What follows belongs to an exercise in optimizing a design on an open flow for small area, a short achievable clock period and few clock cycles; a production flow would make more cautious choices. The RTL was checked by simulation tests, not by an equivalence proof against the original design. Power and IR drop assume default switching activity.

==> design.v <==
module adder(
    input clk,
    input reset,
    input [31:0] a,
    input [31:0] b,
    input available,
    input [4:0] exception_f,
    output [31:0] sum,
    output done
    );
    wire [7:0] ae = a[30:23];
    wire [7:0] be = b[30:23];
    wire [7:0] eg = ae & ~be;
    wire [7:0] ek = ae | ~be;
    wire eg0 = eg[1] | ((ek[1] & ae[0]) & ~be[0]);
    wire ep0 = ek[1] & ek[0];
    wire eg1 = eg[2] | ((ek[2] & ae[1]) & ~be[1]);
    wire ep1 = ek[2] & ek[1];
    wire eg2 = eg[3] | ((ek[3] & ae[2]) & ~be[2]);
    wire ep2 = ek[3] & ek[2];
    wire eg3 = eg[4] | ((ek[4] & ae[3]) & ~be[3]);
    wire ep3 = ek[4] & ek[3];
    wire eg4 = eg[5] | ((ek[5] & ae[4]) & ~be[4]);
    wire ep4 = ek[5] & ek[4];
    wire eg5 = eg[6] | ((ek[6] & ae[5]) & ~be[5]);
    wire ep5 = ek[6] & ek[5];
    wire eg6 = eg[7] | ((ek[7] & ae[6]) & ~be[6]);
    wire ep6 = ek[7] & ek[6];
    wire eg7 = eg1 | ((ep1 & ae[0]) & ~be[0]);
    wire ep7 = ep1 & ek[0];
    wire eg8 = eg2 | (ep2 & eg0);
    wire ep8 = ep2 & ep0;
    wire eg9 = eg3 | (ep3 & eg1);
    wire ep9 = ep3 & ep1;
    wire eg10 = eg4 | (ep4 & eg2);
    wire ep10 = ep4 & ep2;
    wire eg11 = eg5 | (ep5 & eg3);
    wire ep11 = ep5 & ep3;
    wire eg12 = eg6 | (ep6 & eg4);
    wire ep12 = ep6 & ep4;
    wire eg13 = eg9 | ((ep9 & ae[0]) & ~be[0]);
    wire ep13 = ep9 & ek[0];
    wire eg14 = eg10 | (ep10 & eg0);
    wire ep14 = ep10 & ep0;
    wire eg15 = eg11 | (ep11 & eg7);
    wire ep15 = ep11 & ep7;
    wire eg16 = eg12 | (ep12 & eg8);
    wire ep16 = ep12 & ep8;
    wire co = eg16;
    wire [7:0] d;
    assign d[0] = ae[0] ^ be[0];
    wire dx1 = co ? ~(eg[0] | ek[0]) : eg[0];
    assign d[1] = ae[1] ^ (be[1] ^ dx1);
    wire dx2 = co ? ~(eg0 | ep0) : eg0;
    assign d[2] = ae[2] ^ (be[2] ^ dx2);
    wire dx3 = co ? ~(eg7 | ep7) : eg7;
    assign d[3] = ae[3] ^ (be[3] ^ dx3);
    wire dx4 = co ? ~(eg8 | ep8) : eg8;
    assign d[4] = ae[4] ^ (be[4] ^ dx4);
    wire dx5 = co ? ~(eg13 | ep13) : eg13;
    assign d[5] = ae[5] ^ (be[5] ^ dx5);
    wire dx6 = co ? ~(eg14 | ep14) : eg14;
    assign d[6] = ae[6] ^ (be[6] ^ dx6);
    wire dx7 = co ? ~(eg15 | ep15) : eg15;
    assign d[7] = ae[7] ^ (be[7] ^ dx7);
    wire swap = ~co;
    wire [22:0] ma = swap ? b[22:0] : a[22:0];
    wire [22:0] mb = swap ? a[22:0] : b[22:0];
    wire big = (|d[7:5]) | (d[4] & d[3]) | (d[4] & d[2] & d[1] & d[0]);
    wire [23:0] x0 = {1'b1, mb};
    wire [1:0] s0;
    assign s0[0] = ~d[0];
    assign s0[1] = d[0];
    wire [23:0] x1;
    assign x1[0] = (s0[0] & x0[0]) | (s0[1] & x0[1]);
    assign x1[1] = (s0[0] & x0[1]) | (s0[1] & x0[2]);
    assign x1[2] = (s0[0] & x0[2]) | (s0[1] & x0[3]);
    assign x1[3] = (s0[0] & x0[3]) | (s0[1] & x0[4]);
    assign x1[4] = (s0[0] & x0[4]) | (s0[1] & x0[5]);
    assign x1[5] = (s0[0] & x0[5]) | (s0[1] & x0[6]);
    assign x1[6] = (s0[0] & x0[6]) | (s0[1] & x0[7]);
    assign x1[7] = (s0[0] & x0[7]) | (s0[1] & x0[8]);
    assign x1[8] = (s0[0] & x0[8]) | (s0[1] & x0[9]);
    assign x1[9] = (s0[0] & x0[9]) | (s0[1] & x0[10]);
    assign x1[10] = (s0[0] & x0[10]) | (s0[1] & x0[11]);
    assign x1[11] = (s0[0] & x0[11]) | (s0[1] & x0[12]);
    assign x1[12] = (s0[0] & x0[12]) | (s0[1] & x0[13]);
    assign x1[13] = (s0[0] & x0[13]) | (s0[1] & x0[14]);
    assign x1[14] = (s0[0] & x0[14]) | (s0[1] & x0[15]);
    assign x1[15] = (s0[0] & x0[15]) | (s0[1] & x0[16]);
    assign x1[16] = (s0[0] & x0[16]) | (s0[1] & x0[17]);
    assign x1[17] = (s0[0] & x0[17]) | (s0[1] & x0[18]);
    assign x1[18] = (s0[0] & x0[18]) | (s0[1] & x0[19]);
    assign x1[19] = (s0[0] & x0[19]) | (s0[1] & x0[20]);
    assign x1[20] = (s0[0] & x0[20]) | (s0[1] & x0[21]);
    assign x1[21] = (s0[0] & x0[21]) | (s0[1] & x0[22]);
    assign x1[22] = (s0[0] & x0[22]) | (s0[1] & x0[23]);
    assign x1[23] = (s0[0] & x0[23]);
    wire [1:0] s1;
    assign s1[0] = ~d[1];
    assign s1[1] = d[1];
    wire [23:0] x2;
    assign x2[0] = (s1[0] & x1[0]) | (s1[1] & x1[2]);
    assign x2[1] = (s1[0] & x1[1]) | (s1[1] & x1[3]);
    assign x2[2] = (s1[0] & x1[2]) | (s1[1] & x1[4]);
    assign x2[3] = (s1[0] & x1[3]) | (s1[1] & x1[5]);
    assign x2[4] = (s1[0] & x1[4]) | (s1[1] & x1[6]);
    assign x2[5] = (s1[0] & x1[5]) | (s1[1] & x1[7]);
    assign x2[6] = (s1[0] & x1[6]) | (s1[1] & x1[8]);
    assign x2[7] = (s1[0] & x1[7]) | (s1[1] & x1[9]);
    assign x2[8] = (s1[0] & x1[8]) | (s1[1] & x1[10]);
    assign x2[9] = (s1[0] & x1[9]) | (s1[1] & x1[11]);
    assign x2[10] = (s1[0] & x1[10]) | (s1[1] & x1[12]);
    assign x2[11] = (s1[0] & x1[11]) | (s1[1] & x1[13]);
    assign x2[12] = (s1[0] & x1[12]) | (s1[1] & x1[14]);
    assign x2[13] = (s1[0] & x1[13]) | (s1[1] & x1[15]);
    assign x2[14] = (s1[0] & x1[14]) | (s1[1] & x1[16]);
    assign x2[15] = (s1[0] & x1[15]) | (s1[1] & x1[17]);
    assign x2[16] = (s1[0] & x1[16]) | (s1[1] & x1[18]);
    assign x2[17] = (s1[0] & x1[17]) | (s1[1] & x1[19]);
    assign x2[18] = (s1[0] & x1[18]) | (s1[1] & x1[20]);
    assign x2[19] = (s1[0] & x1[19]) | (s1[1] & x1[21]);
    assign x2[20] = (s1[0] & x1[20]) | (s1[1] & x1[22]);
    assign x2[21] = (s1[0] & x1[21]) | (s1[1] & x1[23]);
    assign x2[22] = (s1[0] & x1[22]);
    assign x2[23] = (s1[0] & x1[23]);
    wire [1:0] s2;
    assign s2[0] = ~d[2];
    assign s2[1] = d[2];
    wire [23:0] x3;
    assign x3[0] = (s2[0] & x2[0]) | (s2[1] & x2[4]);
    assign x3[1] = (s2[0] & x2[1]) | (s2[1] & x2[5]);
    assign x3[2] = (s2[0] & x2[2]) | (s2[1] & x2[6]);
    assign x3[3] = (s2[0] & x2[3]) | (s2[1] & x2[7]);
    assign x3[4] = (s2[0] & x2[4]) | (s2[1] & x2[8]);
    assign x3[5] = (s2[0] & x2[5]) | (s2[1] & x2[9]);
    assign x3[6] = (s2[0] & x2[6]) | (s2[1] & x2[10]);
    assign x3[7] = (s2[0] & x2[7]) | (s2[1] & x2[11]);
    assign x3[8] = (s2[0] & x2[8]) | (s2[1] & x2[12]);
    assign x3[9] = (s2[0] & x2[9]) | (s2[1] & x2[13]);
    assign x3[10] = (s2[0] & x2[10]) | (s2[1] & x2[14]);
    assign x3[11] = (s2[0] & x2[11]) | (s2[1] & x2[15]);
    assign x3[12] = (s2[0] & x2[12]) | (s2[1] & x2[16]);
    assign x3[13] = (s2[0] & x2[13]) | (s2[1] & x2[17]);
    assign x3[14] = (s2[0] & x2[14]) | (s2[1] & x2[18]);
    assign x3[15] = (s2[0] & x2[15]) | (s2[1] & x2[19]);
    assign x3[16] = (s2[0] & x2[16]) | (s2[1] & x2[20]);
    assign x3[17] = (s2[0] & x2[17]) | (s2[1] & x2[21]);
    assign x3[18] = (s2[0] & x2[18]) | (s2[1] & x2[22]);
    assign x3[19] = (s2[0] & x2[19]) | (s2[1] & x2[23]);
    assign x3[20] = (s2[0] & x2[20]);
    assign x3[21] = (s2[0] & x2[21]);
    assign x3[22] = (s2[0] & x2[22]);
    assign x3[23] = (s2[0] & x2[23]);
    wire [3:0] s3;
    assign s3[0] = ~big & ~d[3] & ~d[4];
    assign s3[1] = ~big & d[3] & ~d[4];
    assign s3[2] = ~big & ~d[3] & d[4];
    assign s3[3] = ~big & d[3] & d[4];
    wire [23:0] sh;
    assign sh[0] = (s3[0] & x3[0]) | (s3[1] & x3[8]) | (s3[2] & x3[16]);
    assign sh[1] = (s3[0] & x3[1]) | (s3[1] & x3[9]) | (s3[2] & x3[17]);
    assign sh[2] = (s3[0] & x3[2]) | (s3[1] & x3[10]) | (s3[2] & x3[18]);
    assign sh[3] = (s3[0] & x3[3]) | (s3[1] & x3[11]) | (s3[2] & x3[19]);
    assign sh[4] = (s3[0] & x3[4]) | (s3[1] & x3[12]) | (s3[2] & x3[20]);
    assign sh[5] = (s3[0] & x3[5]) | (s3[1] & x3[13]) | (s3[2] & x3[21]);
    assign sh[6] = (s3[0] & x3[6]) | (s3[1] & x3[14]) | (s3[2] & x3[22]);
    assign sh[7] = (s3[0] & x3[7]) | (s3[1] & x3[15]) | (s3[2] & x3[23]);
    assign sh[8] = (s3[0] & x3[8]) | (s3[1] & x3[16]);
    assign sh[9] = (s3[0] & x3[9]) | (s3[1] & x3[17]);
    assign sh[10] = (s3[0] & x3[10]) | (s3[1] & x3[18]);
    assign sh[11] = (s3[0] & x3[11]) | (s3[1] & x3[19]);
    assign sh[12] = (s3[0] & x3[12]) | (s3[1] & x3[20]);
    assign sh[13] = (s3[0] & x3[13]) | (s3[1] & x3[21]);
    assign sh[14] = (s3[0] & x3[14]) | (s3[1] & x3[22]);
    assign sh[15] = (s3[0] & x3[15]) | (s3[1] & x3[23]);
    assign sh[16] = (s3[0] & x3[16]);
    assign sh[17] = (s3[0] & x3[17]);
    assign sh[18] = (s3[0] & x3[18]);
    assign sh[19] = (s3[0] & x3[19]);
    assign sh[20] = (s3[0] & x3[20]);
    assign sh[21] = (s3[0] & x3[21]);
    assign sh[22] = (s3[0] & x3[22]);
    assign sh[23] = (s3[0] & x3[23]);
    reg swap_r;
    reg [23:0] sh_r;    
    reg [22:0] p;
    reg [22:0] g;
    always @(posedge clk) begin
       swap_r <= swap;
       p <= ma ^ sh[22:0];
       g <= ma & sh[22:0];
       sh_r[23] <= sh[23];
    end
    wire [7:0] ea = swap_r ? be : ae;
    wire z = sh_r[23];
    wire mg17 = g[1] | (p[1] & g[0]);
    wire mg18 = g[3] | (p[3] & g[2]);
    wire mp18 = p[3] & p[2];
    wire mg19 = g[5] | (p[5] & g[4]);
    wire mp19 = p[5] & p[4];
    wire mg20 = g[7] | (p[7] & g[6]);
    wire mp20 = p[7] & p[6];
    wire mg21 = g[9] | (p[9] & g[8]);
    wire mp21 = p[9] & p[8];
    wire mg22 = g[11] | (p[11] & g[10]);
    wire mp22 = p[11] & p[10];
    wire mg23 = g[13] | (p[13] & g[12]);
    wire mp23 = p[13] & p[12];
    wire mg24 = g[15] | (p[15] & g[14]);
    wire mp24 = p[15] & p[14];
    wire mg25 = g[17] | (p[17] & g[16]);
    wire mp25 = p[17] & p[16];
    wire mg26 = g[19] | (p[19] & g[18]);
    wire mp26 = p[19] & p[18];
    wire mg27 = g[21] | (p[21] & g[20]);
    wire mp27 = p[21] & p[20];
    wire mg28 = g[2] | (p[2] & mg17);
    wire mg29 = mg18 | (mp18 & mg17);
    wire mg30 = g[6] | (p[6] & mg19);
    wire mp30 = p[6] & mp19;
    wire mg31 = mg20 | (mp20 & mg19);
    wire mp31 = mp20 & mp19;
    wire mg32 = g[10] | (p[10] & mg21);
    wire mp32 = p[10] & mp21;
    wire mg33 = mg22 | (mp22 & mg21);
    wire mp33 = mp22 & mp21;
    wire mg34 = g[14] | (p[14] & mg23);
    wire mp34 = p[14] & mp23;
    wire mg35 = mg24 | (mp24 & mg23);
    wire mp35 = mp24 & mp23;
    wire mg36 = g[18] | (p[18] & mg25);
    wire mp36 = p[18] & mp25;
    wire mg37 = mg26 | (mp26 & mg25);
    wire mp37 = mp26 & mp25;
    wire mg38 = g[22] | (p[22] & mg27);
    wire mp38 = p[22] & mp27;
    wire mg39 = g[4] | (p[4] & mg29);
    wire mg40 = mg19 | (mp19 & mg29);
    wire mg41 = mg30 | (mp30 & mg29);
    wire mg42 = mg31 | (mp31 & mg29);
    wire mg43 = g[12] | (p[12] & mg33);
    wire mp43 = p[12] & mp33;
    wire mg44 = mg23 | (mp23 & mg33);
    wire mp44 = mp23 & mp33;
    wire mg45 = mg34 | (mp34 & mg33);
    wire mp45 = mp34 & mp33;
    wire mg46 = mg35 | (mp35 & mg33);
    wire mp46 = mp35 & mp33;
    wire mg47 = g[20] | (p[20] & mg37);
    wire mp47 = p[20] & mp37;
    wire mg48 = mg27 | (mp27 & mg37);
    wire mp48 = mp27 & mp37;
    wire mg49 = mg38 | (mp38 & mg37);
    wire mp49 = mp38 & mp37;
    wire mg50 = g[8] | (p[8] & mg42);
    wire mg51 = mg21 | (mp21 & mg42);
    wire mg52 = mg32 | (mp32 & mg42);
    wire mg53 = mg33 | (mp33 & mg42);
    wire mg54 = mg43 | (mp43 & mg42);
    wire mg55 = mg44 | (mp44 & mg42);
    wire mg56 = mg45 | (mp45 & mg42);
    wire mg57 = mg46 | (mp46 & mg42);
    wire mg58 = g[16] | (p[16] & mg57);
    wire mg59 = mg25 | (mp25 & mg57);
    wire mg60 = mg36 | (mp36 & mg57);
    wire mg61 = mg37 | (mp37 & mg57);
    wire mg62 = mg47 | (mp47 & mg57);
    wire mg63 = mg48 | (mp48 & mg57);
    wire mg64 = mg49 | (mp49 & mg57);
    wire [23:0] t;
    assign t[0] = p[0];
    assign t[1] = p[1] ^ g[0];
    assign t[2] = p[2] ^ mg17;
    assign t[3] = p[3] ^ mg28;
    assign t[4] = p[4] ^ mg29;
    assign t[5] = p[5] ^ mg39;
    assign t[6] = p[6] ^ mg40;
    assign t[7] = p[7] ^ mg41;
    assign t[8] = p[8] ^ mg42;
    assign t[9] = p[9] ^ mg50;
    assign t[10] = p[10] ^ mg51;
    assign t[11] = p[11] ^ mg52;
    assign t[12] = p[12] ^ mg53;
    assign t[13] = p[13] ^ mg54;
    assign t[14] = p[14] ^ mg55;
    assign t[15] = p[15] ^ mg56;
    assign t[16] = p[16] ^ mg57;
    assign t[17] = p[17] ^ mg58;
    assign t[18] = p[18] ^ mg59;
    assign t[19] = p[19] ^ mg60;
    assign t[20] = p[20] ^ mg61;
    assign t[21] = p[21] ^ mg62;
    assign t[22] = p[22] ^ mg63;
    assign t[23] = mg64;
    wire c = t[23];
    wire norm = z | c;
    assign sum = norm ? {a[31], ea + 8'd1, z & c, t[22:1]} : {a[31], ea, t[22:0]};
    reg done_reg;
    always @(posedge clk or posedge reset) begin
       if (reset) done_reg <= 1'b0;
       else done_reg <= available;
    end
    assign done = done_reg;
endmodule
==> flow/run.sh <==
#!/bin/bash
# Standard layout with two changes:
#  - the I/O port buffers are a plain buffer cell instead of the delay cell
#    the resizer picks by default;
#  - clock tree synthesis adds no dummy loads.
export BUFFER_PORTS_ARGS="-buffer_cell sky130_fd_sc_hd__buf_1"
export CTS_ARGS="-sink_clustering_enable -repair_clock_nets -dont_use_dummy_load -buf_list {sky130_fd_sc_hd__clkbuf_4 sky130_fd_sc_hd__clkbuf_8}"
bash standard.sh > standard.log 2>&1
==> standard.sh <==
#!/bin/bash
# synth_recipe.tcl (not shown) runs the flow's synth.tcl, then flattens the netlist and writes it again
# the make line also repeats each setting of config.mk as NAME=value (left out here)
make -C /OpenROAD-flow-scripts/flow DESIGN_CONFIG=/design/flow/config.mk WORK_HOME=/design/flow/orfs CLKGATE_MAP_FILE= SYNTH_SCRIPT=/design/flow/synth_recipe.tcl "${@:-finish}"
==> config.mk <==
export PLATFORM = sky130hd
export DESIGN_NAME = adder
export DESIGN_NICKNAME = adder
export VERILOG_FILES = /design/flow/design.v
export SDC_FILE = /design/flow/constraint.sdc
export NUM_CORES = 4
export LEC_CHECK = 0
export ABC_AREA = 1
export CAP_MARGIN = 20
export CORE_MARGIN = 2
export CORE_UTILIZATION = 40
export SETUP_SLACK_MARGIN = 0.9
export SLEW_MARGIN = 20
==> constraint.sdc <==
create_clock -name core_clock -period 4.0 [get_ports {clk}]
set_input_delay 0.8000 -clock core_clock [delete_from_list [all_inputs] [get_ports {clk}]]
set_output_delay 0.8000 -clock core_clock [all_outputs]
set_load 0.01 [all_outputs]
==> results of run 1 <==
repair_timing:
| item | in CTS | in global routing |
|---|---|---|
| pin swaps | 9 | 11 |
| gates cloned | 3 | 2 |
| setup endpoints to repair | 48 | 75 |
| setup buffers | 10 | 6 |
| resized for setup | 43 | 49 |
| hold endpoints to repair | 0 | 0 |
cells by family after synthesis:
logic type	after synthesis	share of synthesized area, %
adder cells (fa/ha/maj)	32	7.89
AND/OR/NAND/NOR	593	52.2
buffers and inverters	107	10.2
flip-flops	49	19.4
AO/OA/AOI/OAI	66	7.15
XOR/XNOR	18	3.11
area by class of cell:
type	instances	share of cell area [%]
multi-input cells	710	61.7
flip-flops and latches	49	16.4
repair buffers	124	12.3
inverters	70	4.72
well taps	172	3.57
clock buffers	5	1.14
repair inverters	1	0.145
through the flow:
| stage | total power, mW | setup WS [ns] | hold WS, ns | instance area [sq um] | instances |
|---|---|---|---|---|---|
| finish | 2.05 | 0.864 | 0.286 | 6020 | 1131 |
| global route | 2.24 | 0.693 | 0.272 | 6020 | 1131 |
| CTS | 1.97 | 0.803 | 0.286 | 5780 | 1123 |
| detailed placement | 1.67 | 0.484 | 0.614 | 5470 | 1105 |
| global placement | 1.66 | 0.518 | 0.607 | 5470 | 1105 |
| floorplan | 1.40 | 1.30 | 0.529 | 5070 | 865 |
layer usage:
layer | up-vias | GRT usage (%)
li1 | 2977 | -
met1 | 2327 | 33.3
met3 | 5 | 1.56
met5 | - | 0
met2 | 160 | 29.8
met4 | 0 | 2.67
critical path, delay by kind of cell (launching register included):
family        cells  cell delay (ns)
buf+inv           3             0.44
flops             1             0.32
fa+ha+maj         1             0.15
simple gates     13             1.14
path summary, 6_finish.rpt:
| kind | startpoint | endpoint | slack [ns] | cells after the start |
|---|---|---|---|---|
| max in group asynchronous | reset | done_reg | 3.63 | 2 |
| min in group core_clock | available | done_reg | 0.59 | 1 |
| min | reset | done_reg | 0.29 | 2 |
| max | p[1] | sum[29] | 0.86 | 17 |
power groups by stage:
| stage | Clock (mW) | Combinational (mW) | Sequential (mW) |
|---|---|---|---|
| 2_1_floorplan | 0 | 0.792 | 0.611 |
| 3_3_place_gp | 0 | 1.04 | 0.629 |
| 3_5_place_dp | 0 | 1.04 | 0.630 |
| 4_1_cts | 0.259 | 1.10 | 0.619 |
| 5_1_grt | 0.278 | 1.33 | 0.634 |
| 6_report | 0.255 | 1.17 | 0.625 |
cells in the final DEF, fill, tap and decap left out, drive strengths merged, types with 2 or more instances in the layout:
cell and n:
buf 119, nor3 4, nand3 169, xnor2 7, a21boi 2, dfxtp 48, nand2 369, ha 32
nor2 44, a21oi 21, nand3b 5, o21ai 38, xor2 11, clkbuf 10, inv 70
==> flow_metrics.tcl, run 1 <==
set metrics [dict create \
    yosysUniqueCellTypes 42 \
    power_switching_mw 0.943 \
    fp.dieH_um 117 \
    power_frac_clock_pct 12.5 \
    fin_util_pct 48.1 \
    max_freq_mhz 319 \
    numPortBuffers 96 \
    htreeDepth 2 \
    reg.largest.list "g x23, p x23" \
    drc 0 \
    antenna_cells 0 \
    grt_overflow 0 \
    routed_wl_mm 14.2 \
    chipWidth_um 117 \
    dr_wl_met2_mm 5.72 \
    slew_headroom_pct 50.0 \
    drive_above_1_share_pct 15.5 \
    syn-num-nets 969 \
    yosysTopAreaCellShare_pct 25.7 \
    fp.dieArea_sq_um 13600 \
    p_leak_nw 3.22 \
    finalSetupTns_ns 0 \
    period_needed_ns 3.14 \
    cts_buffers 5 \
    p_sw_share_pct 46.0 \
    synth_area_leader_cell "nand2_1" \
    cp.required_ns 3.20 \
    start_util_pct 40.5 \
    clk_pin_slew_ns 0.09 \
    comb_power_share_pct 57.0 \
    io_pins 105 \
    p_seq_share_pct 30.5 \
    cts_tree "built" \
    highest_layer "met4" \
    report.final.setup_viol 0 \
    cts-root-buf "clkbuf_8" \
    grt_antenna_before_repair 0 \
    max_cap_violations 0 \
    rsz0062_at_grt "true" \
    syn2layout_area_growth_pct 18.7 \
    drt-wirelength-per-cell_um 12.5 \
    hold_path.class "input pin to asynchronous set/reset pin" \
    ctsHoldBuffers 0 \
    max_stage_delay_ns 0.32 \
    place.gp.congestion 0.867 \
    finalHoldViolations 0 \
    timing.critical_path.from_type "flop" \
    endpoint_kind "output pin" \
    grt_pass1_wl_mm 22.8 \
    synth_commonest_cells "347 x nand2_1, 166 x nand3_1, 52 x inv_1, 48 x dfxtp_1, 34 x nor2_1" \
    grtUsageTotal_pct 20.5 \
    drt_iter0_markers 323 \
    synth_edf_count 0 \
    synth_cells 865 \
    cts.sinks 49 \
    ir_drop_v 0.000162 \
    cp_data_arrival_time_ns 2.34 \
    synth_area_leaders "nand2_1 26%, dfxtp_1 19%, nand3_1 16%" \
    yosys_most_used_dff "dfxtp_1" \
    syn_area_per_cell_sq_um 5.86 \
    wl_met1_mm 7.60 \
    outcome "no timing/DRC/antenna violations" \
    num_vias 5469 \
    async_flop_share_pct 2.04 \
    period_share_pct 78.4 \
    slew_violations 0 \
    tightest_slew_ns 0.743 \
    multi_input_area_sq_um 3710 \
    synth.most_common_cell "nand2_1" \
    synthesis.area_sq_um 5070 \
    detail_route.first_pass.iterations 5 \
    powerDensity_nw_per_um2 340 \
    grt_pass1_vias 4655 \
    place_hpwl_mm 10.8 \
    yosysWarningCount 1 \
    coreArea_sq_um 12500 \
    cp_common_cell "nand2_2" \
    drt-vias-per-instance 4.84 \
    seq_area_frac_synth_pct 19.4 \
    ys_seq_elements 49 \
    antenna_left 0 \
    clk_path_buf_depth 2 \
    crit_fanout 7 \
    p_int_mw 1.11 \
    fillCellCount 1418 \
    seq_area_sq_um 988 \
    critPathKind "flop to output pin" \
    final_nets 1065 \
    grt_max_degree 48 \
    cp_slowest_cell "dfxtp_2" \
    met3_length_um 771 \
    path_cells "ha_2, or2_4, nand3_2, nand2_2, nand3_2, nand2_2, nand3_2, nand2_4, nand2_2, nand2_2, nand2_2, nand3b_4, buf_12, buf_16, nand3b_1, nand2_1, buf_2" \
    fp-row-count 41 \
]
Testbench counts, summed over its fixed seeds: cycles 6,392.
==> inputs of run 2 (changes only) <==
--- a/design.v
+++ b/design.v
@@ -194,7 +194,7 @@
     end
     wire [7:0] ea = swap_r ? be : ae;
     wire z = sh_r[23];
-    wire mg17 = g[1] | (p[1] & g[0]);
+    wire mg17 = (g[1] | p[1]) & (g[1] | g[0]);
     wire mg18 = g[3] | (p[3] & g[2]);
     wire mp18 = p[3] & p[2];
     wire mg19 = g[5] | (p[5] & g[4]);
--- a/config.mk
+++ b/config.mk
@@ -9,5 +9,5 @@
 export CAP_MARGIN = 20
 export CORE_MARGIN = 2
 export CORE_UTILIZATION = 40
-export SETUP_SLACK_MARGIN = 0.9
+export SETUP_SLACK_MARGIN = 0.85
 export SLEW_MARGIN = 20
==> run 2 against run 1 <==
Compared with the run above: die area grew 1.2%; core utilization is 0.33 points lower; largest power group unchanged; sequential share of layout area about the same; power is 3.3% lower; via count is 1.5% higher; global-route usage shrank 0.66 points; combinational power decreased by 5%; sequential cell count unchanged; sequential power is 0.6% lower; critical path depth down 6; worst setup slack improved by 0.088 ns.
==> flow_metrics.tcl, run 2 <==
set metrics [dict create \
    max_cap_violations 0 \
    yosysUniqueCellTypes 42 \
    critPathKind "flop to output pin" \
    syn2layout_area_growth_pct 17.0 \
    synthesis.area_sq_um 5130 \
    ir_drop_v 0.000132 \
    max_freq_mhz 328 \
    timing.critical_path.from_type "flop" \
    place_hpwl_mm 11.0 \
    htreeDepth 2 \
    fp.dieH_um 117 \
    ys_seq_elements 49 \
    endpoint_kind "output pin" \
    worst_hold_slack_ns 0.301 \
    drive_above_1_share_pct 13.9 \
    final_common_cell "nand2_1" \
    drt-vias-per-instance 4.95 \
    cts_tree "built" \
    seq_area_sq_um 988 \
    fp-row-count 41 \
    slew_headroom_pct 51.2 \
    clk_pin_slew_ns 0.08 \
    p_leak_nw 3.23 \
    syn-num-nets 962 \
    num_vias 5552 \
    synth_area_leader_cell "nand2_1" \
    antenna_left 0 \
    synth_area_leaders "nand2_1 25%, dfxtp_1 19%, nand3_1 16%" \
    place.gp.congestion 0.873 \
    fp.dieArea_sq_um 13800 \
    reg.largest.list "g x23, p x23" \
    hold_path.class "input pin to asynchronous set/reset pin" \
    finalSetupTns_ns 0 \
    period_needed_ns 3.05 \
    io_pins 105 \
    async_flop_share_pct 2.04 \
    detail_route.first_pass.iterations 5 \
    finalHoldViolations 0 \
    final_nets 1055 \
    grt_pass1_wl_mm 22.2 \
    outcome "no timing/DRC/antenna violations" \
    start_util_pct 40.8 \
    period_share_pct 76.2 \
    routed_wl_mm 14.1 \
    numPortBuffers 96 \
    drt_iter0_markers 409 \
    cp.required_ns 3.20 \
    final_cell_mix "340 x nand2_1, 159 x nand3_1, 87 x buf_1" \
    clk_path_buf_depth 2 \
    cts.sinks 49 \
    cts_buffers 5 \
    chipWidth_um 117 \
    grtUsageTotal_pct 19.8 \
    grt_max_degree 37 \
    fin_util_pct 47.8 \
    multi_input_area_sq_um 3780 \
    grt_overflow 0 \
    report.final.setup_viol 0 \
    dp_cells 1099 \
    total_power_mw 1.98 \
    synth_cells 859 \
    yosys_most_used_dff "dfxtp_1" \
    tightest_slew_ns 0.731 \
    antenna_cells 0 \
    seq_area_frac_synth_pct 19.2 \
    slew_violations 0 \
    powerDensity_nw_per_um2 330 \
    coreArea_sq_um 12600 \
    grt_pass1_vias 4533 \
    yosysWarningCount 1 \
    grt_antenna_before_repair 0 \
    yosysTopAreaCellShare_pct 25.3 \
    cts-root-buf "clkbuf_8" \
    ctsHoldBuffers 0 \
    syn_area_per_cell_sq_um 5.98 \
    synth_edf_count 0 \
    fillCellCount 1411 \
    drt-wirelength-per-cell_um 12.6 \
    rsz0062_at_grt "false" \
    synth.most_common_cell "nand2_1" \
    final_cells 1122 \
    synth_commonest_cells "346 x nand2_1, 161 x nand3_1, 48 x dfxtp_1, 48 x inv_1, 31 x ha_1" \
    cp_data_arrival_time_ns 2.25 \
    drc 0 \
    crit_fanout 6 \
]
run 2: cell count changes in the layout (fill, tap and decap cells not counted), sizes merged, moves of 3 or more:
cell | before | now
a21o | 1 | 4
buf | 119 | 113
clkbuf | 10 | 14
nor2 | 44 | 33
inv | 70 | 64
nand3b | 5 | 9
run 2: power breakdown:
part	total, mW	leakage, nW	switching, mW	internal, mW
registers	0.621	0.408	0.0640	0.557
clock network	0.247	0.0359	0.134	0.113
logic	1.11	2.79	0.729	0.383
run 2: per-stage QoR:
stage,setup slack [ns],instance area (sq um)
2_1_floorplan,1.34,5130
4_1_cts,0.866,5690
3_5_place_dp,0.664,5540
5_1_grt,0.825,6000
6_report,0.952,6000
3_3_place_gp,0.668,5540
run 2: worst max-delay path, cell delays in order, from the launching register on:
cell       delay, ns
dfxtp_1         0.34
a21o_1          0.20
a21oi_2         0.17
o21bai_2        0.12
a31oi_2         0.19
nand2_4         0.09
nand2_4         0.08
nand3b_4        0.12
buf_12          0.18
clkbuf_16       0.15
o21ai_0         0.16
buf_1           0.17
run 2: final cells by class:
class	count	area share (%)
Multi-Input combinational cell	709	63.0
Sequential cell	49	16.5
Timing Repair Buffer	122	11.4
Inverter	64	4.29
Tap cell	172	3.58
Clock buffer	5	1.15
Timing Repair inverter	1	0.146
run 2: how the worst max path moves through the flow:
stage / startpoint / end / slack [ns] / cells after the start
after floorplan: a[23] / p[7] / 1.34 / 18
after global placement: a[23] / p[1] / 0.67 / 19
after detailed placement: a[23] / p[1] / 0.66 / 19
after CTS: p[9] / sum[25] / 0.87 / 11
after global routing: p[9] / sum[25] / 0.82 / 12
final: p[9] / sum[12] / 0.95 / 11
run 2: what timing repair did:
action	4_1_cts	5_1_grt
setup endpoints to repair	29	56
cloned	0	4
pin swaps	1	8
resized for setup	9	53
setup buffers	4	10
run 2: layer usage:
metal	routed length [um]	global-route usage, %
met5	0	0
met4	133	3.53
met3	889	2.16
met2	5700	26.3
met1	7410	33.5
run 2: kinds of logic after synthesis:
group           share of synthesized area, %
flops                                   19.2
xor+xnor                                3.07
buf+inv                                 9.33
simple gates                            53.0
fa+ha+maj                               7.56
compound gates                          7.82
Testbench counts of run 2, summed over its fixed seeds: cycles 6,392.
==> inputs of run 3 (changes only) <==
--- a/config.mk
+++ b/config.mk
@@ -9,5 +9,5 @@
 export CAP_MARGIN = 20
 export CORE_MARGIN = 2
 export CORE_UTILIZATION = 40
-export SETUP_SLACK_MARGIN = 0.85
+export SETUP_SLACK_MARGIN = 0.75
 export SLEW_MARGIN = 20
==> run 3 against run 2 <==
Compared with the run above: power decreased by 2.1%; highest routed layer unchanged; sequential cell count unchanged; clock power about the same; combinational power about the same; design area decreased by 4.1%; die area unchanged.
==> flow_metrics.tcl, run 3 <==
set metrics [dict create \
    outcome "no timing/DRC/antenna violations" \
    num_vias 5449 \
    ctsHoldBuffers 0 \
    dpl-instance-area_sq_um 5540 \
    slew_violations 0 \
    fin_area_sq_um 5760 \
    final_cell_mix "344 x nand2_1, 160 x nand3_1, 82 x buf_1" \
    final_nets 1042 \
    chipWidth_um 117 \
    ir_drop_v 0.000132 \
    finalHoldViolations 0 \
    critPathKind "flop to output pin" \
    final_common_cell "nand2_1" \
    grt_max_degree 37 \
    seq_area_sq_um 986 \
    fp-row-count 41 \
    period_needed_ns 3.11 \
    yosys_most_used_dff "dfxtp_1" \
    yosysWarningCount 1 \
    place.gp.congestion 0.873 \
    antenna_cells 0 \
    tightest_slew_ns 0.739 \
    fillCellCount 1426 \
    grt_overflow 0 \
    multi_input_area_sq_um 3730 \
    coreArea_sq_um 12600 \
    cts.sinks 49 \
    syn-num-nets 962 \
    drive_above_1_share_pct 11.7 \
    io_pins 105 \
    synth_commonest_cells "346 x nand2_1, 161 x nand3_1, 48 x dfxtp_1, 48 x inv_1, 31 x ha_1" \
    p_leak_nw 3.11 \
    detail_route.first_pass.iterations 6 \
    cp.required_ns 3.20 \
    grtUsageTotal_pct 19.7 \
    synth_edf_count 0 \
    synth.most_common_cell "nand2_1" \
    reg.largest.list "g x23, p x23" \
    ys_seq_elements 49 \
    numPortBuffers 96 \
    antenna_left 0 \
    yosysUniqueCellTypes 42 \
    hold_path.class "input pin to asynchronous set/reset pin" \
    grt_pass1_vias 4504 \
    fp.dieH_um 117 \
    clk_pin_slew_ns 0.08 \
    slew_headroom_pct 50.7 \
    place_hpwl_mm 11.0 \
    seq_area_frac_synth_pct 19.2 \
    endpoint_kind "output pin" \
    drt-vias-per-instance 4.91 \
    start_util_pct 40.8 \
    report.final.setup_viol 0 \
    period_share_pct 77.8 \
    drc 0 \
    htreeDepth 2 \
    cts-root-buf "clkbuf_8" \
    grt_pass1_wl_mm 22.0 \
    synth_cells 859 \
    max_cap_violations 0 \
    finalSetupTns_ns 0 \
    async_flop_share_pct 2.04 \
    fp.dieArea_sq_um 13800 \
    syn_area_per_cell_sq_um 5.98 \
    drt-wirelength-per-cell_um 12.1 \
    synth_area_leader_cell "nand2_1" \
    routed_wl_mm 13.4 \
    dp_cells 1099 \
    timing.critical_path.from_type "flop" \
    cp_data_arrival_time_ns 2.31 \
    yosysTopAreaCellShare_pct 25.3 \
    clk_path_buf_depth 2 \
    grt_antenna_before_repair 0 \
    worst_hold_slack_ns 0.302 \
    synth_area_leaders "nand2_1 25%, dfxtp_1 19%, nand3_1 16%" \
    rsz0062_at_grt "false" \
    syn2layout_area_growth_pct 12.1 \
    final_cells 1109 \
    crit_fanout 6 \
    cts_tree "built" \
    cts_buffers 5 \
    powerDensity_nw_per_um2 337 \
    drt_iter0_markers 371 \
    synthesis.area_sq_um 5130 \
    max_freq_mhz 321 \
]
-- run 3: what timing repair did --
action                                 CTS  global route
endpoints found under the hold margin    0             0
setup endpoints to repair               25            41
gates resized for setup                  4            37
buffers inserted                         0             5
pin swaps                                0             2
-- run 3: through the flow --
stage / worst slack, ns / power (mW) / utilization, %
6_report: 0.888 / 1.94 / 45.8
5_1_grt: 0.743 / 2.13 / 45.8
4_1_cts: 0.739 / 1.92 / 44.8
3_5_place_dp: 0.664 / 1.67 / 44.1
3_3_place_gp: 0.668 / 1.66 / 44.1
2_1_floorplan: 1.34 / 1.41 / -
-- run 3: layout make-up --
type / instances / share of cell area, %
clock buffers: 5 / 1.20
repair buffers: 110 / 8.87
well taps: 172 / 3.74
multi-input cells: 709 / 64.7
inverters: 64 / 4.35
flip-flops and latches: 49 / 17.1
-- run 3: how the worst max path moves through the flow --
stage	startpoint	endpoint	depth (start not counted)
after detailed placement	a[23]	p[1]	19
after CTS	g[0]	sum[22]	15
after global placement	a[23]	p[1]	19
final	p[17]	sum[23]	8
after floorplan	a[23]	p[7]	18
after global routing	g[0]	sum[26]	15
-- run 3: cell families after synthesis --
| kind of cell | after synthesis | share of synthesized area [%] |
|---|---|---|
| AND/OR/NAND/NOR | 590 | 53.0 |
| buffers and inverters | 101 | 9.33 |
| AO/OA/AOI/OAI | 70 | 7.82 |
| flip-flops | 49 | 19.2 |
| adder cells (fa/ha/maj) | 31 | 7.56 |
| XOR/XNOR | 18 | 3.07 |
-- run 3: critical path, cell delays in order (launching register included) --
cell      delay (ns)
dfxtp_1         0.33
a21oi_1         0.23
o21ai_0         0.25
a221oi_2        0.44
nand3b_4        0.21
buf_6           0.18
buf_4           0.12
xor2_1          0.13
clkbuf_2        0.14
-- run 3: routing by layer --
layer / track usage (%) / up-vias / share of wire (%)
met5: 0 / - / 0
met4: 3.53 / 0 / 0.87
met3: 2.16 / 10 / 5.8
met2: 26.0 / 142 / 39
met1: 33.4 / 2357 / 55
li1: - / 2940 / -
-- run 3: power by group --
part / total, mW / switching (mW) / internal [mW] / leakage [nW]
Combinational: 1.08 / 0.710 / 0.366 / 2.66
Clock: 0.246 / 0.134 / 0.113 / 0.0359
Sequential: 0.616 / 0.0596 / 0.556 / 0.408
Total: 1.94 / 0.903 / 1.04 / 3.11
==> inputs of run 4 (changes only) <==
--- a/design.v
+++ b/design.v
@@ -194,7 +194,7 @@
     end
     wire [7:0] ea = swap_r ? be : ae;
     wire z = sh_r[23];
-    wire mg17 = (g[1] | p[1]) & (g[1] | g[0]);
+    wire mg17 = g[1] | (p[1] & g[0]);
     wire mg18 = g[3] | (p[3] & g[2]);
     wire mp18 = p[3] & p[2];
     wire mg19 = g[5] | (p[5] & g[4]);
==> flow/run.sh (replaced) <==
#!/bin/bash
# Standard layout with two changes:
#  - the I/O port buffers are a plain buffer cell instead of the delay cell
#    the resizer picks by default;
#  - clock tree synthesis adds no dummy loads.
export BUFFER_PORTS_ARGS="-buffer_cell sky130_fd_sc_hd__buf_1"
export CTS_ARGS="-sink_clustering_enable -sink_clustering_size 64 -sink_clustering_max_diameter 1000 -repair_clock_nets -dont_use_dummy_load -root_buf sky130_fd_sc_hd__clkbuf_16 -buf_list {sky130_fd_sc_hd__clkbuf_16}"
bash standard.sh > standard.log 2>&1
==> run 4 against run 3 <==
Compared with the run above: largest power group unchanged; still clean on timing, DRC and antenna; sequential cell count did not move; routed wire length rose by 5.6%; die area fell by 1.2%.
==> flow_metrics.tcl, run 4 <==
set metrics [dict create \
    outcome "no timing/DRC/antenna violations" \
    drt-vias-per-instance 4.85 \
    reg.largest.list "g x23, p x23" \
    max_freq_mhz 313 \
    synth.most_common_cell "nand2_1" \
    rsz0062_at_grt "true" \
    cp.required_ns 3.20 \
    yosysUniqueCellTypes 42 \
    grt_pass1_wl_mm 22.3 \
    grt_antenna_before_repair 0 \
    antenna_left 0 \
    crit_fanout 7 \
    start_util_pct 40.5 \
    endpoint_kind "output pin" \
    seq_area_frac_synth_pct 19.4 \
    powerDensity_nw_per_um2 355 \
    yosysWarningCount 1 \
    synth_commonest_cells "347 x nand2_1, 166 x nand3_1, 52 x inv_1, 48 x dfxtp_1, 34 x nor2_1" \
    io_pins 105 \
    routed_wl_mm 14.1 \
    grt_max_degree 48 \
    finalHoldViolations 0 \
    report.final.setup_viol 0 \
    clk_path_buf_depth 2 \
    total_power_mw 2.15 \
    pre_cts_slack_ns 0.484 \
    drt_iter0_markers 331 \
    clk_pin_slew_ns 0.07 \
    syn2layout_area_growth_pct 19.2 \
    critPathKind "flop to output pin" \
    final_cells 1129 \
    synth_area_leaders "nand2_1 26%, dfxtp_1 19%, nand3_1 16%" \
    fp.dieH_um 117 \
    async_flop_share_pct 2.04 \
    period_needed_ns 3.20 \
    grt_pass1_vias 4570 \
    cts.sinks 49 \
    syn_area_per_cell_sq_um 5.86 \
    synth_cells 865 \
    drc 0 \
    ir_drop_v 0.000199 \
    fp-row-count 41 \
    chipWidth_um 117 \
    place_hpwl_mm 10.8 \
    final_nets 1063 \
    place.gp.congestion 0.867 \
    hold_path.class "input pin to asynchronous set/reset pin" \
    cp_data_arrival_time_ns 2.40 \
    timing.critical_path.from_type "flop" \
    dp_cells 1105 \
    slew_headroom_pct 54.4 \
    dpl-instance-area_sq_um 5470 \
    yosysTopAreaCellShare_pct 25.7 \
    ys_seq_elements 49 \
    cts-root-buf "clkbuf_16" \
    drt-wirelength-per-cell_um 12.5 \
    ctsHoldBuffers 0 \
    synth_area_leader_cell "nand2_1" \
    period_share_pct 80.0 \
    grtUsageTotal_pct 20.0 \
    final_cell_mix "338 x nand2_1, 161 x nand3_1, 73 x buf_1" \
    max_cap_violations 0 \
    num_vias 5475 \
    slew_violations 0 \
    final_common_cell "nand2_1" \
    synthesis.area_sq_um 5070 \
    grt_overflow 0 \
    syn-num-nets 969 \
    drive_above_1_share_pct 14.8 \
    p_leak_nw 3.21 \
    antenna_cells 0 \
    yosys_most_used_dff "dfxtp_1" \
    detail_route.first_pass.iterations 5 \
    cts_buffers 5 \
    numPortBuffers 96 \
    cts_tree "built" \
    fin_area_sq_um 6050 \
    htreeDepth 2 \
    tightest_slew_ns 0.677 \
    finalWorstSetupSlack_ns 0.802 \
    synth_edf_count 0 \
    fp.dieArea_sq_um 13600 \
    finalSetupTns_ns 0 \
    coreArea_sq_um 12500 \
]
==> run 4: changes by cell type after synthesis, sizes merged, moves of 3 or more <==
cell / delta
a21o: -3
nor2: +11
nand3b: -4
inv: +4
==> run 4: timing repair <==
action / CTS / global route
gates cloned: 0 / 6
setup buffers: 2 / 11
setup endpoints to repair: 24 / 75
endpoints found under the hold margin: 0 / 0
resized for setup: 7 / 83
pin swaps: 0 / 12
==> run 4: cell type report <==
class | instances | area [sq um]
Clock buffer | 5 | 125
Fill cell | 1396 | 6470
Inverter | 70 | 282
Multi-Input combinational cell | 709 | 3710
Sequential cell | 49 | 988
Tap cell | 172 | 215
Timing Repair Buffer | 122 | 701
Timing Repair inverter | 2 | 25.0
==> run 4: worst max path at each step <==
stage               start  endpoint  slack, ns  cells after the start
global route         p[1]   sum[24]       0.68                     16
CTS                  p[1]    sum[7]       0.73                     15
finish               p[1]   sum[24]       0.80                     16
detailed placement  a[23]      p[8]       0.48                     19
floorplan            p[1]   sum[10]       1.30                     14
global placement    a[23]      p[8]       0.52                     19
==> run 4: critical path, stage by stage, from the launching register on <==
cell and delay [ns]:
dfxtp_2 0.33, ha_4 0.14, or2_4 0.25, nand3_2 0.07
nand2_2 0.06, nand3_2 0.06, nand2_2 0.06, nand3_2 0.08
nand2_4 0.08, nand2_4 0.11, nand2_8 0.06, nand2_4 0.10
nand3b_4 0.11, buf_12 0.17, clkbuf_16 0.15, o21ai_1 0.13
clkbuf_2 0.15
==> run 4: cells by family (layout without fill, tap and decap cells) <==
family	count (synthesis)	count (layout)	synth area share, %
flip-flops	49	49	19.4
buffers and inverters	107	199	10.2
AND/OR/NAND/NOR	593	593	52.2
XOR/XNOR	18	18	3.11
AO/OA/AOI/OAI	66	66	7.15
adder cells (fa/ha/maj)	32	32	7.89
==> run 4: stage by stage <==
step	utilization (%)	hold slack, ns
final	48.3	0.315
after global routing	48.3	0.301
after CTS	45.0	0.310
after detailed placement	43.7	0.614
after global placement	43.7	0.607
after floorplan	-	0.529
==> run 4: power by group <==
group | leakage (nW) | switching [mW] | internal [mW] | total (mW)
clock network | 0.0616 | 0.151 | 0.221 | 0.372
registers | 0.408 | 0.0680 | 0.560 | 0.628
logic | 2.74 | 0.731 | 0.415 | 1.15
==> run 4: layer usage <==
layer / share of wire [%] / track usage (%)
met1: 55 / 32.9
met2: 40 / 28.4
met3: 4.3 / 1.66
met4: 0.80 / 2.67
met5: 0 / 0
Testbench counts of run 4, summed over its fixed seeds: cycles 6,392.
==> inputs of run 5 (changes only) <==
==> flow/run.sh (replaced) <==
#!/bin/bash
# Standard layout with three changes:
#  - the I/O port buffers are a plain buffer cell instead of the delay cell
#    the resizer picks by default;
#  - clock tree synthesis adds no dummy loads;
#  - synthesis is standard.sh's, except that ABC maps the logic with
#    flow/abc.script (ABC does not touch the registers).
set -e
export BUFFER_PORTS_ARGS="-buffer_cell sky130_fd_sc_hd__buf_1"
export CTS_ARGS="-sink_clustering_enable -repair_clock_nets -dont_use_dummy_load -buf_list {sky130_fd_sc_hd__clkbuf_4 sky130_fd_sc_hd__clkbuf_8}"
export FLOW_ABC_SCRIPT=$PWD/flow/abc.script
sed "s#SYNTH_SCRIPT=[^ ]*#SYNTH_SCRIPT=$PWD/flow/synth_wrap.tcl#" standard.sh > own_synth.sh
bash own_synth.sh synth > synth.log 2>&1
bash standard.sh > standard.log 2>&1
==> flow/abc.script (new file) <==
strash
dch
map
topo
stime -c
buffer -c
upsize -c
dnsize -c
==> flow/synth_wrap.tcl (new file) <==
# synth_recipe.tcl with one change: ABC maps with the script named by
# FLOW_ABC_SCRIPT (flow/abc.script) instead of the flow default.
proc synth {args} { yosys synth -nofsm -noshare {*}$args }
# run ABC with the script named by FLOW_ABC_SCRIPT instead of the flow's own
proc abc {args} {
  set i [lsearch -exact $args -script]
  if {$i >= 0 && [info exists ::env(FLOW_ABC_SCRIPT)]} {
    set args [lreplace $args [expr {$i + 1}] [expr {$i + 1}] $::env(FLOW_ABC_SCRIPT)]
  }
  yosys abc {*}$args
}
source $::env(SCRIPTS_DIR)/synth.tcl
# left out here: clear keep_hierarchy, flatten, clean up, hide names made inside functions, write 1_2_yosys.v
==> run 5 against run 4 <==
Compared with the run above: still clean; sequential cell count did not move; combinational power grew 3%; die area increased by 4.1%; area after synthesis rose by 4.2%; core utilization shrank 1.0 points; count of clock-buffer cells in the layout stayed put; critical path depth is 1 lower; hold slack lost 0.019 ns; clock power is 34% lower; highest routed layer unchanged.
==> flow_metrics.tcl, run 5 <==
set metrics [dict create \
    coreArea_sq_um 13100 \
    routed_wl_mm 16.4 \
    total_power_mw 2.05 \
    fp-row-count 42 \
    final_cell_mix "183 x nand2_1, 121 x nand3_1, 65 x buf_1" \
    io_pins 105 \
    seq_area_frac_synth_pct 18.6 \
    cts_tree "built" \
    drc 0 \
    grt_antenna_before_repair 0 \
    powerDensity_nw_per_um2 331 \
    grt_max_degree 57 \
    ys_seq_elements 49 \
    yosysWarningCount 1 \
    final_nets 997 \
    htreeDepth 2 \
    path_cells "ha_2, o211ai_1, nand2_1, nand4_1, nand2_2, a21oi_4, o21ai_4, nand3_2, nand2_2, nor2_4, buf_6, buf_16, o21bai_1, o21a_1, buf_2" \
    critPathKind "flop to output pin" \
    cp_data_arrival_time_ns 2.43 \
    grtUsageTotal_pct 21.8 \
    ir_drop_v 0.000132 \
    crit_fanout 8 \
    synth_commonest_cells "185 x nand2_1, 122 x nand3_1, 56 x inv_1, 55 x o21ai_0, 48 x dfxtp_1" \
    yosysUniqueCellTypes 57 \
    yosysTopAreaCellShare_pct 18.2 \
    synth.most_common_cell "nand2_1" \
    cts-root-buf "clkbuf_8" \
    place.gp.congestion 0.884 \
    numPortBuffers 96 \
    num_vias 5813 \
    timing.critical_path.from_type "flop" \
    fp.dieH_um 119 \
    place_hpwl_mm 11.9 \
    start_util_pct 40.4 \
    cp.required_ns 3.20 \
    period_share_pct 80.8 \
    synth_edf_count 0 \
    grt_overflow 0 \
    outcome "no timing/DRC/antenna violations" \
    max_freq_mhz 309 \
    grt_pass1_vias 5092 \
    dr_wl_met2_mm 7.09 \
    tightest_slew_ns 0.550 \
    clk_path_buf_depth 2 \
    synthesis.area_sq_um 5290 \
    endpoint_kind "output pin" \
    clk_pin_slew_ns 0.08 \
    yosys_most_used_dff "dfxtp_1" \
    max_stage_delay_ns 0.32 \
    cp_slowest_cell "dfxtp_1" \
    drt_iter0_markers 504 \
    met3_length_um 898 \
    cp_common_cell "nand2_2" \
    slew_headroom_pct 62.9 \
    worstPathBufferInverterCount 3 \
    highest_layer "met4" \
    detail_route.first_pass.iterations 5 \
    drt-vias-per-instance 5.45 \
    antenna_cells 0 \
    synth_cells 803 \
    syn2layout_area_growth_pct 17.1 \
    period_needed_ns 3.23 \
    fin_util_pct 47.3 \
    async_flop_share_pct 2.04 \
    fillCellCount 1400 \
    finalSetupTns_ns 0 \
    grt_pass1_wl_mm 25.6 \
    rsz0062_at_grt "true" \
    slew_violations 0 \
    syn_area_per_cell_sq_um 6.58 \
    dp_cells 1042 \
    final_common_cell "nand2_1" \
    final_cells 1067 \
    report.final.setup_viol 0 \
    wl_met1_mm 8.15 \
    drive_above_1_share_pct 14.0 \
    cp_top_family "compound AO/OA/AOI/OAI gates" \
    hold_path.class "input pin to asynchronous set/reset pin" \
    synth_area_leaders "dfxtp_1 18%, nand2_1 13%, nand3_1 12%" \
    finalHoldViolations 0 \
    synth_area_leader_cell "dfxtp_1" \
    p_leak_nw 2.85 \
    cts_buffers 5 \
    max_cap_violations 0 \
    antenna_left 0 \
    drt-wirelength-per-cell_um 15.3 \
    syn-num-nets 907 \
    chipWidth_um 119 \
    fp.dieArea_sq_um 14200 \
    reg.largest.list "g x23, p x23" \
    cts.sinks 49 \
]
[run 5: cell types whose count changed in the layout (fill, tap and decap cells not counted), moves of 14 or more]
cell / delta
nand4_1: +37
o211ai_1: +30
nand3_1: -40
nand2_1: -155
nand2_2: -14
o21ai_0: +28
[run 5: worst paths after layout]
check | slack, ns | to | depth (start not counted) | startpoint
max | 0.77 | sum[26] | 15 | g[0]
max in group asynchronous | 3.62 | done_reg | 2 | reset
min | 0.30 | done_reg | 2 | reset
min in group core_clock | 0.60 | done_reg | 1 | available
[run 5: layout make-up]
cell class              count  area [sq um]  area share, %
inverters                  61           229           3.70
flip-flops and latches     49           987           15.9
multi-input cells         654          3970           64.2
repair buffers            122           713           11.5
well taps                 176           220           3.56
clock buffers               5          68.8           1.11
[run 5: report_power, final]
part           switching (mW)  internal (mW)
Combinational           0.758          0.433
Sequential             0.0573          0.555
Clock                   0.134          0.113
Total                   0.949           1.10
[run 5: cells by family (layout without fill, tap and decap cells)]
family | after synthesis | in the layout | share of synthesized area [%]
AO/OA/AOI/OAI | 176 | 176 | 22.6
XOR/XNOR | 16 | 16 | 2.65
adder cells (fa/ha/maj) | 32 | 32 | 7.57
buffers and inverters | 105 | 188 | 9.96
flip-flops | 49 | 49 | 18.6
AND/OR/NAND/NOR | 425 | 430 | 38.6
[run 5: through the flow]
step / setup WS, ns / hold slack [ns] / instance area [sq um]
finish: 0.767 / 0.296 / 6190
global route: 0.602 / 0.284 / 6190
CTS: 0.776 / 0.293 / 5900
detailed placement: 0.515 / 0.611 / 5670
global placement: 0.515 / 0.607 / 5670
floorplan: 1.21 / 0.529 / 5290
[run 5: metal layers]
layer	up-vias	global-route usage, %
li1	3001	-
met1	2612	33.4
met2	184	33.0
met3	16	2.25
met4	0	3.87
met5	-	0
[run 5: timing repair]
item                                    CTS  global route
hold buffers                              0             0
pin swaps                                 5            15
setup buffers                             5             6
endpoints found under the setup margin   31            52
gates cloned                              3             6
endpoints found under the hold margin     0             0
resized for setup                        21            77
==> inputs of run 6 (changes only) <==
==> flow/abc.script (replaced) <==
strash
dch -f
map -B 0.9
topo
stime -c
buffer -c
upsize -c
dnsize -c
==> run 6 against run 5 <==
Compared with the run above: still clean; clock power is 3% higher; die area is 0.12% lower; final cell count is 8.8% higher; routed wire length is 10% lower.
==> flow_metrics.tcl, run 6 <==
set metrics [dict create \
    outcome "no timing/DRC/antenna violations" \
    finalSetupTns_ns 0 \
    grtUsageTotal_pct 20.4 \
    routed_wl_mm 14.6 \
    dpl-instance-area_sq_um 5700 \
    cp.required_ns 3.20 \
    antenna_cells 0 \
    period_share_pct 81.4 \
    finalHoldViolations 0 \
    num_vias 5637 \
    grt_antenna_before_repair 0 \
    timing.critical_path.from_type "flop" \
    detail_route.first_pass.iterations 5 \
    drc 0 \
    synth_commonest_cells "367 x nand2_1, 145 x nand3_1, 78 x inv_1, 48 x dfxtp_1, 36 x o21ai_0" \
    reg.largest.list "g x23, p x23" \
    drt-vias-per-instance 4.86 \
    yosys_most_used_dff "dfxtp_1" \
    antenna_left 0 \
    chipWidth_um 119 \
    grt_max_degree 60 \
    fp-row-count 41 \
    final_common_cell "nand2_1" \
    hold_path.class "input pin to asynchronous set/reset pin" \
    yosysWarningCount 1 \
    drt-wirelength-per-cell_um 12.6 \
    cts-root-buf "clkbuf_8" \
    cts_tree "built" \
    clk_pin_slew_ns 0.08 \
    max_freq_mhz 307 \
    numPortBuffers 96 \
    grt_pass1_wl_mm 24.2 \
    p_leak_nw 3.40 \
    report.final.setup_viol 0 \
    place_hpwl_mm 11.3 \
    cts_buffers 5 \
    io_pins 105 \
    fin_area_sq_um 6170 \
    ctsHoldBuffers 0 \
    syn-num-nets 1004 \
    ir_drop_v 0.000158 \
    drive_above_1_share_pct 15.0 \
    ys_seq_elements 49 \
    grt_overflow 0 \
    syn_area_per_cell_sq_um 5.87 \
    async_flop_share_pct 2.04 \
    slew_violations 0 \
    fp.dieH_um 119 \
    fp.dieArea_sq_um 14100 \
    synth_area_leader_cell "nand2_1" \
    synth_area_leaders "nand2_1 26%, dfxtp_1 18%, nand3_1 14%" \
    htreeDepth 2 \
    endpoint_kind "output pin" \
    start_util_pct 41.3 \
    synth_edf_count 0 \
    place.gp.congestion 0.842 \
    syn2layout_area_growth_pct 16.8 \
    max_cap_violations 0 \
    yosysUniqueCellTypes 42 \
    crit_fanout 6 \
    worst_hold_slack_ns 0.307 \
    synthesis.area_sq_um 5280 \
    seq_area_frac_synth_pct 18.7 \
    critPathKind "flop to output pin" \
    period_needed_ns 3.26 \
    final_cell_mix "348 x nand2_1, 142 x nand3_1, 78 x inv_1" \
    slew_headroom_pct 55.0 \
    tightest_slew_ns 0.670 \
    synth.most_common_cell "nand2_1" \
    powerDensity_nw_per_um2 340 \
    grt_pass1_vias 5011 \
    cts.sinks 49 \
    cp_data_arrival_time_ns 2.46 \
    drt_iter0_markers 426 \
    rsz0062_at_grt "true" \
    final_nets 1095 \
    synth_cells 900 \
    coreArea_sq_um 12800 \
    yosysTopAreaCellShare_pct 26.1 \
    clk_path_buf_depth 2 \
]
[run 6: metal layers]
layer	wire, um	GRT usage, %
met5	0	0
met4	91	2.83
met3	697	2.16
met2	6070	29.6
met1	7780	32.7
[run 6: report_power, final]
part	internal, mW	switching [mW]
clock network	0.113	0.142
registers	0.557	0.0650
logic	0.450	0.768
total	1.12	0.975
[run 6: timing repair]
action | 4_1_cts | 5_1_grt
setup buffers | 3 | 8
setup endpoints to repair | 31 | 31
resized for setup | 21 | 75
cloned | 1 | 2
pin swaps | 4 | 16
endpoints found under the hold margin | 0 | 0
[run 6: stage by stage]
stage               power (mW)  setup WS, ns  instances  util (%)
CTS                       1.99         0.741       1151      45.9
detailed placement        1.72         0.716       1142      44.6
floorplan                 1.43          1.24        900         -
global route              2.30         0.601       1161      48.3
global placement          1.72         0.742       1142      44.6
finish                    2.10         0.743       1161      48.3
[run 6: cells by family after synthesis]
logic type | after synthesis | synth area share [%]
AO/OA/AOI/OAI | 69 | 7.06
XOR/XNOR | 20 | 3.46
adder cells (fa/ha/maj) | 32 | 7.58
buffers and inverters | 125 | 11.0
flip-flops | 49 | 18.7
AND/OR/NAND/NOR | 605 | 52.2
[run 6: critical path, cell delays in order (launching register included)]
cell and delay [ns]:
dfxtp_1 0.33, ha_4 0.15, or2_4 0.25, nand3_2 0.07, nand2_2 0.07, nand2_2 0.09
nand2_4 0.06, nand3_4 0.07, nand2_4 0.07, nand3_4 0.07, nand3_4 0.12, nand2_4 0.12
nand2_4 0.08, nor2_4 0.19, clkbuf_16 0.19, nand2_2 0.04, o21ai_1 0.07, buf_2 0.14
[run 6: path summary, 6_finish.rpt]
path	start	to	slack, ns	cells after the start
setup / recovery	p[1]	sum[11]	0.74	17
hold / removal	reset	done_reg	0.31	2
max in group asynchronous	reset	done_reg	3.61	2
min in group core_clock	available	done_reg	0.61	1
[run 6: cell type report]
type,count,area (sq um)
sequential,49,987
inverter,89,337
multi-input combinational,727,3890
timing repair buffer,119,664
fill,1377,6610
tap,172,215
clock buffer,5,68.8

[what the ideal ports hide]
The flow's constraints put no driver on any port. The routed layouts listed below were extracted and timed again, unchanged, in two steps. Step 1 (the two cells are an assumption about what drives the block):
set clk [get_ports {clk}]
set_driving_cell -lib_cell sky130_fd_sc_hd__clkbuf_16 $clk
set_driving_cell -lib_cell sky130_fd_sc_hd__buf_2 [delete_from_list [all_inputs] $clk]
Step 2 times the ports against the registers' clock, not the clock port: input delays grow and output delays shrink by t, the midpoint of the rising clock arrivals with the driver on. Slacks: ideal / step 1 / step 2; pairs: ideal / step 1.
| run | t, ns | setup slack, ns | worst hold slack (ns) | worst setup path at the end | worst register clock-pin slew, ns |
|---|---|---|---|---|---|
| run 1 | 0.321 | 0.864 / 0.834 / 0.782 | 0.286 / 0.276 / 0.596 | input to register | 0.09 / 0.09 |
| run 2 | 0.311 | 0.952 / 0.923 / 0.770 | 0.301 / 0.291 / 0.603 | input to register | 0.08 / 0.08 |
| run 3 | 0.311 | 0.888 / 0.859 / 0.732 | 0.302 / 0.292 / 0.603 | input to register | 0.08 / 0.08 |
| run 4 | 0.308 | 0.802 / 0.768 / 0.756 | 0.315 / 0.301 / 0.609 | input to register | 0.07 / 0.07 |
| run 5 | 0.309 | 0.767 / 0.739 / 0.595 | 0.296 / 0.288 / 0.597 | input to register | 0.08 / 0.08 |
| run 6 | 0.312 | 0.743 / 0.712 / 0.750 | 0.307 / 0.297 / 0.609 | input to register | 0.08 / 0.08 |
After both steps every run listed still meets setup and hold. The setup slack of run 2, which loses most, moves by -0.029 ns with the drivers and by -0.182 ns with both steps.
